What follows belongs to an exercise in optimizing a design on an open flow for small area and a short achievable clock period; a production flow would make more cautious choices. RTL that was checked went through simulation tests only; none was proved equivalent to the original. No activity file was given, so power comes from the tool's default toggle rates.

==> run a <==
// ml_demodulator
module ml_demodulator(
    i_clk,
    i_reset,
    i_trig,
    i_y_hat,
    i_r,
    i_rd_rdy,
    o_rd_vld,
    o_llr,
    o_hard_bit
);
Settings: LEC_CHECK=0, ABC_CLOCK_PERIOD_IN_PS=3000, CAP_MARGIN=20, CORE_MARGIN=2, CORE_UTILIZATION=40, SETUP_SLACK_MARGIN=5, SLEW_MARGIN=20; clock period 11.0 ns.
run.sh (not shown) runs the stock make flow with config.mk's settings and CLKGATE_MAP_FILE= SYNTH_SCRIPT=/design/flow/synth_recipe.tcl, a recipe that flattens the netlist after the stock synthesis.
==> run b: changes against run a <==
==> flow/flow/run.sh (new file) <==
#!/bin/bash
set -euo pipefail
cd "$(dirname "$0")/.."
bash standard.sh synth > flow_synth.log 2>&1
bash standard.sh SETUP_SLACK_MARGIN=7.5 finish > flow_layout.log 2>&1
==> flow/standard.sh (new file) <==
#!/bin/bash
# synth_recipe.tcl (not shown) runs the flow's synth.tcl, then flattens the netlist and writes it again
# the make line also repeats each setting of config.mk as NAME=value (left out here)
make -C /OpenROAD-flow-scripts/flow DESIGN_CONFIG=/design/flow/config.mk WORK_HOME=/design/flow/orfs CLKGATE_MAP_FILE= SYNTH_SCRIPT=/design/flow/synth_recipe.tcl "${@:-finish}"
removed: flow/run.sh
==> run c: changes against run a <==
ABC_CLOCK_PERIOD_IN_PS = 1500   (was 3000)
==> comparison table <==
item                                                                                             run a                    run b                     run c
Destination of the worst register-to-register timing path                               lane_p.dt_h[3]      lane_n.s_temp[2][4]            lane_p.dt_h[3]
Portion of the layout cell area used by clock cells                                             5.405%                   4.708%                    5.405%
Number of design-rule violations left by the first detailed-router iteration                      3716                     3831                      3716
Non-clock inverter count                                                                           501                      502                       501
Cell-internal power                                                                           12.25 mW                 14.55 mW                  12.25 mW
Beginning of the worst register-to-register path                                                cwp[2]                    cw[5]                    cwp[2]
Slowest cell on crit path                                                     sky130_fd_sc_hd__dfxtp_1    sky130_fd_sc_hd__fa_1  sky130_fd_sc_hd__dfxtp_1
Sequential Area                                                                              32140 µm²                32210 µm²                 32140 µm²
Via count of the first global-routing pass                                                       43340                    47140                     43340
Outcome                                                                        complete, no violations  complete, no violations   complete, no violations
Number of combinational gates with multiple inputs                                                3579                     3597                      3579
Power drawn by the combinational cells                                                         9.52 mW                  13.6 mW                   9.52 mW
Post-cts repair resize count                                                                         0                      828                         0

========
==> inputs of build 71 <==
Another version of the RTL of ml_demodulator (not shown whole).
export LEC_CHECK = 0
export ABC_CLOCK_PERIOD_IN_PS = 3000
export CAP_MARGIN = 20
export CORE_MARGIN = 2
export CORE_UTILIZATION = 40
export SETUP_SLACK_MARGIN = 5
export SLEW_MARGIN = 20
create_clock -name core_clock -period 11.0 [get_ports {i_clk}]
standard.sh (not shown) runs the stock make flow with config.mk's settings and CLKGATE_MAP_FILE= SYNTH_SCRIPT=/design/flow/synth_recipe.tcl, a recipe that flattens the netlist after the stock synthesis.
==> flow/flow/run.sh <==
#!/bin/bash
set -euo pipefail
cd "$(dirname "$0")/.."
bash standard.sh synth > flow_synth.log 2>&1
bash standard.sh SETUP_SLACK_MARGIN=7.5 finish > flow_layout.log 2>&1
==> inputs of trial 80, as changes to build 71 <==
--- a/flow/design.v
+++ b/flow/design.v
@@ -115,27 +115,18 @@
         case (sk)
             2'd0: begin s_temp[0] <= o1; s_temp[1] <= o1; end
             2'd1: begin s_temp[2] <= o1; s_temp[3] <= o1; end
             2'd2: begin s_temp[0] <= o1; s_temp[2] <= o2; end
             default: begin s_temp[1] <= o1; s_temp[3] <= o2; end
         endcase
     end
-    wire        mIT = e_it;
-    wire        mCB = e_cb;
-    wire        mrg = e_mrg;
-    wire [10:0] mC = mIT ? min_PED_temp : min_PED_3rd;
-    wire [10:0] mT = mCB ? min_PED_temp : min_PED_temp2;
-    wire [10:0] k0 = mrg ? min_PED_1st : s_temp[0];
-    wire [10:0] k1 = mrg ? min_PED_2nd : s_temp[1];
-    wire [10:0] k2 = mrg ? mC : s_temp[2];
-    wire [10:0] k3 = mrg ? mT : s_temp[3];
-    wire lt01 = k0 < k1, lt02 = k0 < k2, lt03 = k0 < k3;
-    wire lt12 = k1 < k2, lt13 = k1 < k3, lt23 = k2 < k3;
-    wire eq01 = k0 == k1, eq02 = k0 == k2, eq03 = k0 == k3;
-    wire eq12 = k1 == k2, eq13 = k1 == k3, eq23 = k2 == k3;
+    wire lt01 = s_temp[0] < s_temp[1], lt02 = s_temp[0] < s_temp[2], lt03 = s_temp[0] < s_temp[3];
+    wire lt12 = s_temp[1] < s_temp[2], lt13 = s_temp[1] < s_temp[3], lt23 = s_temp[2] < s_temp[3];
+    wire eq01 = s_temp[0] == s_temp[1], eq02 = s_temp[0] == s_temp[2], eq03 = s_temp[0] == s_temp[3];
+    wire eq12 = s_temp[1] == s_temp[2], eq13 = s_temp[1] == s_temp[3], eq23 = s_temp[2] == s_temp[3];
     wire lt10 = ~lt01 & ~eq01, lt20 = ~lt02 & ~eq02, lt30 = ~lt03 & ~eq03;
     wire lt21 = ~lt12 & ~eq12, lt31 = ~lt13 & ~eq13, lt32 = ~lt23 & ~eq23;
     reg [1:0] C1_1st, C1_3rd, C1_temp;
     always @(*) begin
         C1_1st = 2'd0; C1_3rd = 2'd0; C1_temp = 2'd0;
         if(lt01 && lt02 && lt03)
         begin
@@ -555,20 +546,27 @@
     wire       f32 = e_c1 | e_c2;        
     wire [10:0] vM  = s_temp[iM];
     wire [10:0] vX2 = s_temp[iX2];
     wire [10:0] vX3 = s_temp[iX3];
     wire [4:0]  nM  = f32 ? {par[4:3], iM,  par[0]} : {iM,  par[2:1], par[0]};
     wire [4:0]  nX2 = f32 ? {par[4:3], iX2, par[0]} : {iX2, par[2:1], par[0]};
     wire [4:0]  nX3 = {par[4:3], iX3, par[0]};
+    wire        mIT = e_it;
+    wire        mCB = e_cb;
+    wire [10:0] mA = min_PED_1st, mB = min_PED_2nd;
+    wire [10:0] mC = mIT ? min_PED_temp : min_PED_3rd;
+    wire [10:0] mT = mCB ? min_PED_temp : min_PED_temp2;
     wire [4:0]  mS = mCB ? {dt_h, dt_0} : {dt2_h, dt2_0};
-    wire gAB = lt10, gAC = lt20, gBA = lt01, gBC = lt21, gCA = lt02, gCB = lt12;
+    wire gAB = mB < mA, gAC = mC < mA, gBC = mC < mB;
+    wire eAB = mA == mB, eAC = mA == mC, eBC = mB == mC;
+    wire gBA = ~gAB & ~eAB, gCA = ~gAC & ~eAC, gCB = ~gBC & ~eBC;
     wire amax = gAB & gAC, bmax = gBA & gBC, cmax = gCA & gCB;
-    wire repA = amax & lt30;
-    wire repB = ~amax & bmax & lt31;
-    wire repC = ~amax & ~bmax & cmax & lt32;
+    wire repA = amax & (mT < mA);
+    wire repB = ~amax & bmax & (mT < mB);
+    wire repC = ~amax & ~bmax & cmax & (mT < mC);
     wire c31a = gAB & gCB;            
     wire c31b = ~c31a & gAC & gBC;    
     wire mg   = e_mrg & ~e_c31;
     wire rA   = mg & repA, rB = mg & repB, rC3 = mg & repC & ~mIT, rCT = mg & repC & mIT;
     wire c3a  = e_c31 & c31a, c3b = e_c31 & c31b;
     wire p1m  = e_l4 | e_c1 | e_c3 | e_d1;
     wire p2m  = e_c2 | e_c4 | e_d2;
@@ -623,38 +621,14 @@
     input [319:0] i_r;
     input i_rd_rdy;
     output o_rd_vld;
     output [7:0] o_llr;
     output o_hard_bit;
     reg [10:0] y4i, y4r, y3i, y3r, y2i, y2r, y1i, y1r;
     reg [10:0] ch [0:15];
-    wire       ch_sh = (k_slot != 3'd0);
-    integer ci;
-    always @(posedge i_clk) begin
-        if (~busy) begin
-        ch[0] <= i_r[319:309];    
-        ch[1] <= i_r[279:269];    
-        ch[2] <= i_r[299:289];    
-        ch[3] <= i_r[179:169];    
-        ch[4] <= i_r[239:229];    
-        ch[5] <= i_r[259:249];    
-        ch[6] <= i_r[139:129];    
-        ch[7] <= i_r[159:149];    
-        ch[8] <= i_r[79:69];    
-        ch[9] <= i_r[39:29];    
-        ch[10] <= i_r[59:49];    
-        ch[11] <= i_r[199:189];    
-        ch[12] <= i_r[219:209];    
-        ch[13] <= i_r[99:89];    
-        ch[14] <= i_r[119:109];    
-        ch[15] <= i_r[19:9];    
-        end else if (ch_sh) begin
-            for (ci = 0; ci < 15; ci = ci + 1) ch[ci] <= ch[ci + 1];
-        end
-    end
     reg       busy;
     reg [5:0] cyc;
     always @(posedge i_clk or posedge i_reset) begin
         if (i_reset) begin
             busy <= 1'b0;
             cyc  <= 6'd0;
         end else if (i_trig) begin
@@ -751,25 +725,52 @@
     wire [10:0] cx1 = {cx[10], cx[10:1]};
     wire [10:0] cx3 = {{3{cx[10]}}, cx[10:3]};
     wire [10:0] cx4 = {{4{cx[10]}}, cx[10:4]};
     wire [10:0] cpos = cx1 + cx3 + cx4;
     wire [1:0]  ccor = {1'b0, ~cx[0]} + {1'b0, ~|cx[2:0]} + {1'b0, ~|cx[3:0]};
     wire        cmin = (cx == 11'h400);
     wire [10:0] cneg = cmin ? cpos : (~cx1 + ~cx3 + ~cx4 + {9'd0, ccor});
-    reg [10:0] dP, dN, f1rP, f1rN, f1iP, f1iN, f3rP, f3rN, f3iP, f3iN;
+    reg [10:0] dP, dN, f1rP, f1rN, f1iP, f1iN;
+    wire [10:0] f3rP = ch[12], f3rN = ch[13], f3iP = ch[14], f3iN = ch[15];
     always @(posedge i_clk) begin
         case (k_slot)
             3'd1: begin dP   <= cpos; dN   <= cneg; end
             3'd2: begin f1rP <= cpos; f1rN <= cneg; end
             3'd3: begin f1iP <= cpos; f1iN <= cneg; end
-            3'd6: begin f3rP <= cpos; f3rN <= cneg; end
-            3'd7: begin f3iP <= cpos; f3iN <= cneg; end
             default: ;
         endcase
     end
+    wire       ch_sh = (k_slot != 3'd0);
+    wire       ch_tail = ch_sh & (cyc < 6'd6);
+    integer ci;
+    always @(posedge i_clk) begin
+        if (~busy) begin
+        ch[0] <= i_r[319:309];    
+        ch[1] <= i_r[279:269];    
+        ch[2] <= i_r[299:289];    
+        ch[3] <= i_r[179:169];    
+        ch[4] <= i_r[239:229];    
+        ch[5] <= i_r[259:249];    
+        ch[6] <= i_r[139:129];    
+        ch[7] <= i_r[159:149];    
+        ch[8] <= i_r[79:69];    
+        ch[9] <= i_r[39:29];    
+        ch[10] <= i_r[59:49];    
+        ch[11] <= i_r[199:189];    
+        ch[12] <= i_r[219:209];    
+        ch[13] <= i_r[99:89];    
+        ch[14] <= i_r[119:109];    
+        ch[15] <= i_r[19:9];    
+        end else begin
+            if (ch_sh) for (ci = 0; ci < 12; ci = ci + 1) ch[ci] <= ch[ci + 1];
+            if (k_slot == 3'd6) begin ch[12] <= cpos; ch[13] <= cneg; end
+            else if (k_slot == 3'd7) begin ch[14] <= cpos; ch[15] <= cneg; end
+            else if (ch_tail) for (ci = 12; ci < 15; ci = ci + 1) ch[ci] <= ch[ci + 1];
+        end
+    end
     always @(posedge i_clk) begin
         if (~busy) begin
             y4i <= i_y_hat[159:149]; y4r <= i_y_hat[139:129];
             y3i <= i_y_hat[119:109]; y3r <= i_y_hat[ 99: 89];
             y2i <= i_y_hat[ 79: 69]; y2r <= i_y_hat[ 59: 49];
             y1i <= i_y_hat[ 39: 29]; y1r <= i_y_hat[ 19:  9];
         end else begin
==> flow/flow/run.sh (replaced) <==
#!/bin/bash
set -euo pipefail
cd "$(dirname "$0")/.."
bash standard.sh synth > flow_synth.log 2>&1
bash standard.sh SETUP_SLACK_MARGIN=7.0 \
  'CTS_ARGS=-sink_clustering_enable -repair_clock_nets -dont_use_dummy_load' \
  finish > flow_layout.log 2>&1
==> flow/config.mk (replaced) <==
export PLATFORM = sky130hd
export DESIGN_NAME = ml_demodulator
export DESIGN_NICKNAME = ml_demodulator
export VERILOG_FILES = /design/flow/design.v
export SDC_FILE = /design/flow/constraint.sdc
export NUM_CORES = 8
export LEC_CHECK = 0
export CAP_MARGIN = 20
export CORE_MARGIN = 2
export CORE_UTILIZATION = 60
export PLACE_DENSITY = 0.7
export SETUP_SLACK_MARGIN = 5
export SLEW_MARGIN = 20
==> inputs of trial 92, as changes to build 71 <==
--- a/flow/design.v
+++ b/flow/design.v
@@ -626,15 +626,15 @@
     output [7:0] o_llr;
     output o_hard_bit;
     reg [10:0] y4i, y4r, y3i, y3r, y2i, y2r, y1i, y1r;
     reg [10:0] ch [0:15];
     wire       ch_sh = (k_slot != 3'd0);
     integer ci;
     always @(posedge i_clk) begin
-        if (~busy) begin
+        if (i_trig) begin
         ch[0] <= i_r[319:309];    
         ch[1] <= i_r[279:269];    
         ch[2] <= i_r[299:289];    
         ch[3] <= i_r[179:169];    
         ch[4] <= i_r[239:229];    
         ch[5] <= i_r[259:249];    
         ch[6] <= i_r[139:129];    
@@ -751,37 +751,44 @@
     wire [10:0] cx1 = {cx[10], cx[10:1]};
     wire [10:0] cx3 = {{3{cx[10]}}, cx[10:3]};
     wire [10:0] cx4 = {{4{cx[10]}}, cx[10:4]};
     wire [10:0] cpos = cx1 + cx3 + cx4;
     wire [1:0]  ccor = {1'b0, ~cx[0]} + {1'b0, ~|cx[2:0]} + {1'b0, ~|cx[3:0]};
     wire        cmin = (cx == 11'h400);
     wire [10:0] cneg = cmin ? cpos : (~cx1 + ~cx3 + ~cx4 + {9'd0, ccor});
-    reg [10:0] dP, dN, f1rP, f1rN, f1iP, f1iN, f3rP, f3rN, f3iP, f3iN;
+    wire [1:0]  cc = {1'b0, cx[0]} + {1'b0, |cx[2:0]} + {1'b0, |cx[3:0]};
+    reg [10:0] dP, dN, f1rP, f1iP;
+    wire [10:0] f2rP = y4r, f2iP = y4i, f3rP = y3r, f3iP = y3i;
+    reg [1:0]  f1rC, f1iC, f2rC, f2iC, f3rC, f3iC;
+    reg        f1rM, f1iM, f2rM, f2iM, f3rM, f3iM;
     always @(posedge i_clk) begin
         case (k_slot)
-            3'd1: begin dP   <= cpos; dN   <= cneg; end
-            3'd2: begin f1rP <= cpos; f1rN <= cneg; end
-            3'd3: begin f1iP <= cpos; f1iN <= cneg; end
-            3'd6: begin f3rP <= cpos; f3rN <= cneg; end
-            3'd7: begin f3iP <= cpos; f3iN <= cneg; end
+            3'd1: begin dP <= cpos; dN <= cneg; end
+            3'd2: begin f1rP <= cpos; f1rC <= cc; f1rM <= cmin; end
+            3'd3: begin f1iP <= cpos; f1iC <= cc; f1iM <= cmin; end
+            3'd4: begin f2rC <= cc; f2rM <= cmin; end
+            3'd5: begin f2iC <= cc; f2iM <= cmin; end
+            3'd6: begin f3rC <= cc; f3rM <= cmin; end
+            3'd7: begin f3iC <= cc; f3iM <= cmin; end
             default: ;
         endcase
     end
     always @(posedge i_clk) begin
-        if (~busy) begin
+        if (i_trig) begin
             y4i <= i_y_hat[159:149]; y4r <= i_y_hat[139:129];
             y3i <= i_y_hat[119:109]; y3r <= i_y_hat[ 99: 89];
             y2i <= i_y_hat[ 79: 69]; y2r <= i_y_hat[ 59: 49];
             y1i <= i_y_hat[ 39: 29]; y1r <= i_y_hat[ 19:  9];
         end else begin
-            if (k_slot == 3'd4) begin y4r <= cpos; y3r <= cneg; end
-            if (k_slot == 3'd5) begin y4i <= cpos; y3i <= cneg; end
+            if (k_slot == 3'd4) y4r <= cpos;
+            if (k_slot == 3'd5) y4i <= cpos;
+            if (k_slot == 3'd6) y3r <= cpos;
+            if (k_slot == 3'd7) y3i <= cpos;
         end
     end
-    wire [10:0] f2rP = y4r, f2iP = y4i, f2rN = y3r, f2iN = y3i;
     reg [5:0] tf2_next, tf2;
     always @(*) begin
         tf2_next = 6'h2;
         if (busy) begin
             case (cyc)
                 6'd0: tf2_next = 6'h1;
                 6'd1: tf2_next = 6'h3;
@@ -848,45 +855,58 @@
     always @(posedge i_clk) tf2 <= tf2_next;
     wire [1:0] n_lay = tf2[5:4];
     wire [1:0] n_j = tf2[3:2];
     wire       n_lane = tf2[1];
     wire       n_part = tf2[0];
     wire [5:0] s_n, s_p;
     wire [5:0] ns = (n_lay == 2'd1) ? {4'd0, n_lane, n_j[0]} : (n_lane ? s_p : s_n);
+    function automatic [4:0] term;    
+        input g, sub, s, m;
+        input [1:0] c;
+        reg se;
+        begin
+            se = s & ~m;
+            if (!g)       term = 5'b0_0000;
+            else if (sub) term = se ? {1'b0, 2'b00, c} : {1'b1, 4'd1};
+            else          term = se ? {1'b1, 4'd1 - {2'b00, c}} : {1'b0, 4'd0};
+        end
+    endfunction
     wire ng1 = (n_lay != 2'd0), ng2 = n_lay[1], ng3 = (n_lay == 2'd3);
-    reg  a1s, b1s, a2s, b2s, a3s, b3s, g1, g2, g3;
+    wire [4:0] ta1 = term(ng1, 1'b1,   n_part ? ns[0] : ns[1], f1rM, f1rC);
+    wire [4:0] tb1 = term(ng1, n_part, n_part ? ns[1] : ns[0], f1iM, f1iC);
+    wire [4:0] ta2 = term(ng2, 1'b1,   n_part ? ns[2] : ns[3], f2rM, f2rC);
+    wire [4:0] tb2 = term(ng2, n_part, n_part ? ns[3] : ns[2], f2iM, f2iC);
+    wire [4:0] ta3 = term(ng3, 1'b1,   n_part ? ns[4] : ns[5], f3rM, f3rC);
+    wire [4:0] tb3 = term(ng3, n_part, n_part ? ns[5] : ns[4], f3iM, f3iC);
+    wire [5:0] nk = {{2{ta1[3]}}, ta1[3:0]} + {{2{tb1[3]}}, tb1[3:0]} + {{2{ta2[3]}}, ta2[3:0]}
+                  + {{2{tb2[3]}}, tb2[3:0]} + {{2{ta3[3]}}, ta3[3:0]} + {{2{tb3[3]}}, tb3[3:0]};
+    reg  fa1, fb1, fa2, fb2, fa3, fb3;
+    reg  [5:0] tk;
     always @(posedge i_clk) begin
-        a1s <= n_part ? ns[0] : ns[1];
-        b1s <= n_part ? ns[1] : ns[0];
-        a2s <= n_part ? ns[2] : ns[3];
-        b2s <= n_part ? ns[3] : ns[2];
-        a3s <= n_part ? ns[4] : ns[5];
-        b3s <= n_part ? ns[5] : ns[4];
-        g1 <= ng1; g2 <= ng2; g3 <= ng3;
+        fa1 <= ta1[4]; fb1 <= tb1[4]; fa2 <= ta2[4]; fb2 <= tb2[4]; fa3 <= ta3[4]; fb3 <= tb3[4];
+        tk <= nk;
     end
-    wire [10:0] va1 = {11{g1}} & (a1s ? f1rN : f1rP);
-    wire [10:0] vb1 = {11{g1}} & (b1s ? f1iN : f1iP);
-    wire [10:0] va2 = {11{g2}} & (a2s ? f2rN : f2rP);
-    wire [10:0] vb2 = {11{g2}} & (b2s ? f2iN : f2iP);
-    wire [10:0] va3 = {11{g3}} & (a3s ? f3rN : f3rP);
-    wire [10:0] vb3 = {11{g3}} & (b3s ? f3iN : f3iP);
+    reg  g1, g2, g3;
+    always @(posedge i_clk) begin g1 <= ng1; g2 <= ng2; g3 <= ng3; end
     reg  [10:0] t_y;
     always @(*) begin
         case ({k_lay, k_part})
             3'b000: t_y = y4r; 3'b001: t_y = y4i;
             3'b010: t_y = y3r; 3'b011: t_y = y3i;
             3'b100: t_y = y2r; 3'b101: t_y = y2i;
             3'b110: t_y = y1r; default: t_y = y1i;
         endcase
     end
-    wire [10:0] t_a1 = ~va1, t_a2 = ~va2, t_a3 = ~va3;
-    wire [10:0] t_b1 = k_part ? ~vb1 : vb1;
-    wire [10:0] t_b2 = k_part ? ~vb2 : vb2;
-    wire [10:0] t_b3 = k_part ? ~vb3 : vb3;
-    wire [10:0] t_k  = k_part ? 11'd6 : 11'd3;
+    wire [10:0] t_a1 = ({11{g1}} & f1rP) ^ {11{fa1}};
+    wire [10:0] t_b1 = ({11{g1}} & f1iP) ^ {11{fb1}};
+    wire [10:0] t_a2 = ({11{g2}} & f2rP) ^ {11{fa2}};
+    wire [10:0] t_b2 = ({11{g2}} & f2iP) ^ {11{fb2}};
+    wire [10:0] t_a3 = ({11{g3}} & f3rP) ^ {11{fa3}};
+    wire [10:0] t_b3 = ({11{g3}} & f3iP) ^ {11{fb3}};
+    wire [10:0] t_k  = {{5{tk[5]}}, tk};
     wire [10:0] trt_s10 = t_y ^ t_a1 ^ t_a2;
     wire [10:0] trt_m10 = (t_y & t_a1) | (t_y & t_a2) | (t_a1 & t_a2);
     wire [10:0] trt_c10 = {trt_m10[9:0], 1'b0};
     wire [10:0] trt_s11 = t_a3 ^ t_b1 ^ t_b2;
     wire [10:0] trt_m11 = (t_a3 & t_b1) | (t_a3 & t_b2) | (t_b1 & t_b2);
     wire [10:0] trt_c11 = {trt_m11[9:0], 1'b0};
     wire [10:0] trt_s12 = trt_s10 ^ trt_c10 ^ trt_s11;
==> flow/config.mk (replaced) <==
export PLATFORM = sky130hd
export DESIGN_NAME = ml_demodulator
export DESIGN_NICKNAME = ml_demodulator
export VERILOG_FILES = /design/flow/design.v
export SDC_FILE = /design/flow/constraint.sdc
export NUM_CORES = 8
export LEC_CHECK = 0
export CAP_MARGIN = 20
export CORE_MARGIN = 2
export CORE_UTILIZATION = 40
export SETUP_SLACK_MARGIN = 5
export SLEW_MARGIN = 20
export TNS_END_PERCENT = 0
==> inputs of build 96, as changes to build 71 <==
--- a/flow/design.v
+++ b/flow/design.v
@@ -626,15 +626,15 @@
     output [7:0] o_llr;
     output o_hard_bit;
     reg [10:0] y4i, y4r, y3i, y3r, y2i, y2r, y1i, y1r;
     reg [10:0] ch [0:15];
     wire       ch_sh = (k_slot != 3'd0);
     integer ci;
     always @(posedge i_clk) begin
-        if (~busy) begin
+        if (i_trig) begin
         ch[0] <= i_r[319:309];    
         ch[1] <= i_r[279:269];    
         ch[2] <= i_r[299:289];    
         ch[3] <= i_r[179:169];    
         ch[4] <= i_r[239:229];    
         ch[5] <= i_r[259:249];    
         ch[6] <= i_r[139:129];    
@@ -763,15 +763,15 @@
             3'd3: begin f1iP <= cpos; f1iN <= cneg; end
             3'd6: begin f3rP <= cpos; f3rN <= cneg; end
             3'd7: begin f3iP <= cpos; f3iN <= cneg; end
             default: ;
         endcase
     end
     always @(posedge i_clk) begin
-        if (~busy) begin
+        if (i_trig) begin
             y4i <= i_y_hat[159:149]; y4r <= i_y_hat[139:129];
             y3i <= i_y_hat[119:109]; y3r <= i_y_hat[ 99: 89];
             y2i <= i_y_hat[ 79: 69]; y2r <= i_y_hat[ 59: 49];
             y1i <= i_y_hat[ 39: 29]; y1r <= i_y_hat[ 19:  9];
         end else begin
             if (k_slot == 3'd4) begin y4r <= cpos; y3r <= cneg; end
             if (k_slot == 3'd5) begin y4i <= cpos; y3i <= cneg; end
==> notes.md <==
item	trial 80	trial 92	build 96	build 71
Maximum net fanout on the critical path	15	68	6	11
Global routing met1 resource utilization	0.427	0.276	0.288	0.292
Post-CTS Repair Setup Buffers	102	31	268	327
Synth Area per Inst	11.8 um^2	12.4 um^2	12.4 um^2	12.3 um^2
Asr flop ratio synth	0.0232	0.0232	0.0223	0.0223
Setup slack, reg-to-reg	6.97 ns	6.32 ns	6.44 ns	6.44 ns
Met2 wire len	83.4 mm	76.4 mm	91.9 mm	93.0 mm
Post-route design area	73,200 um^2	70,600 um^2	81,600 um^2	82,500 um^2
Number of stages on the worst setup path	15	16	18	16
Sum of routed wire segments on met1	70.7 mm	68.6 mm	73.1 mm	74.2 mm
Synthesized-area fraction occupied by xor and xnor cells	0.0173	0.0257	0.0194	0.0179
Area growth from synthesis to layout	16.4%	16.4%	31.0%	32.7%
Crit. Startpoint	cw[28]$_SDFF_PN0_	cw[4]$_SDFF_PN0_	cwp[3]$_DFF_P_	cwp[3]$_DFF_P_
Outcome	no timing/DRC/antenna violations	no timing/DRC/antenna violations	no timing/DRC/antenna violations	no timing/DRC/antenna violations
Number of cells produced by synthesis	5,345	4,913	5,011	5,041
Sequential area share after synthesis	0.471	0.488	0.496	0.497
Worst R2R Path Depth	15	16	18	16
Number of library cell types mapped by synthesis	92	98	94	91
No run of this note included a check of the RTL's function; only the layout flow was run.

port drivers added, routing unchanged:
How much do the figures lean on ideal ports? The routed layouts below were timed once more, with nothing changed but the port constraints. Step 1, drivers: a clkbuf_16 drives i_clk and a buf_2 each remaining input, both assumed. Step 2 moves the port delays by t, midway between the first and last clock arrival at a register: inputs arrive t later, outputs are due t later. That takes back most of the time a late clock gives input paths. Three values: no drivers, after step 1, after step 2; two values: the first two.
run	shift t [ns]	setup WS [ns]	worst hold slack (ns)	worst setup path at the end	slew at the worst register clock pin (ns)
run a	0.826	5.675 / 5.675 / 5.675	0.352 / 0.352 / 0.352	register to register	0.07 / 0.07
run b	0.812	7.083 / 7.083 / 6.785	0.354 / 0.354 / 0.354	input to register	0.07 / 0.07
run c	0.826	5.675 / 5.675 / 5.675	0.352 / 0.352 / 0.352	register to register	0.07 / 0.07
build 71	0.827	6.444 / 6.444 / 6.444	0.349 / 0.349 / 0.349	register to register	0.07 / 0.07
trial 80	0.754	6.969 / 6.969 / 6.632	0.381 / 0.381 / 0.381	input to register	0.07 / 0.07
trial 92	0.826	6.318 / 6.318 / 5.776	0.349 / 0.349 / 0.349	input to register	0.08 / 0.08
build 96	0.827	6.438 / 6.438 / 6.438	0.394 / 0.394 / 0.394	register to register	0.07 / 0.07
After both steps setup and hold are still met in every run listed. For trial 92, which loses most, drivers alone change the setup slack by 0.000 ns; drivers and shift together by -0.542 ns.
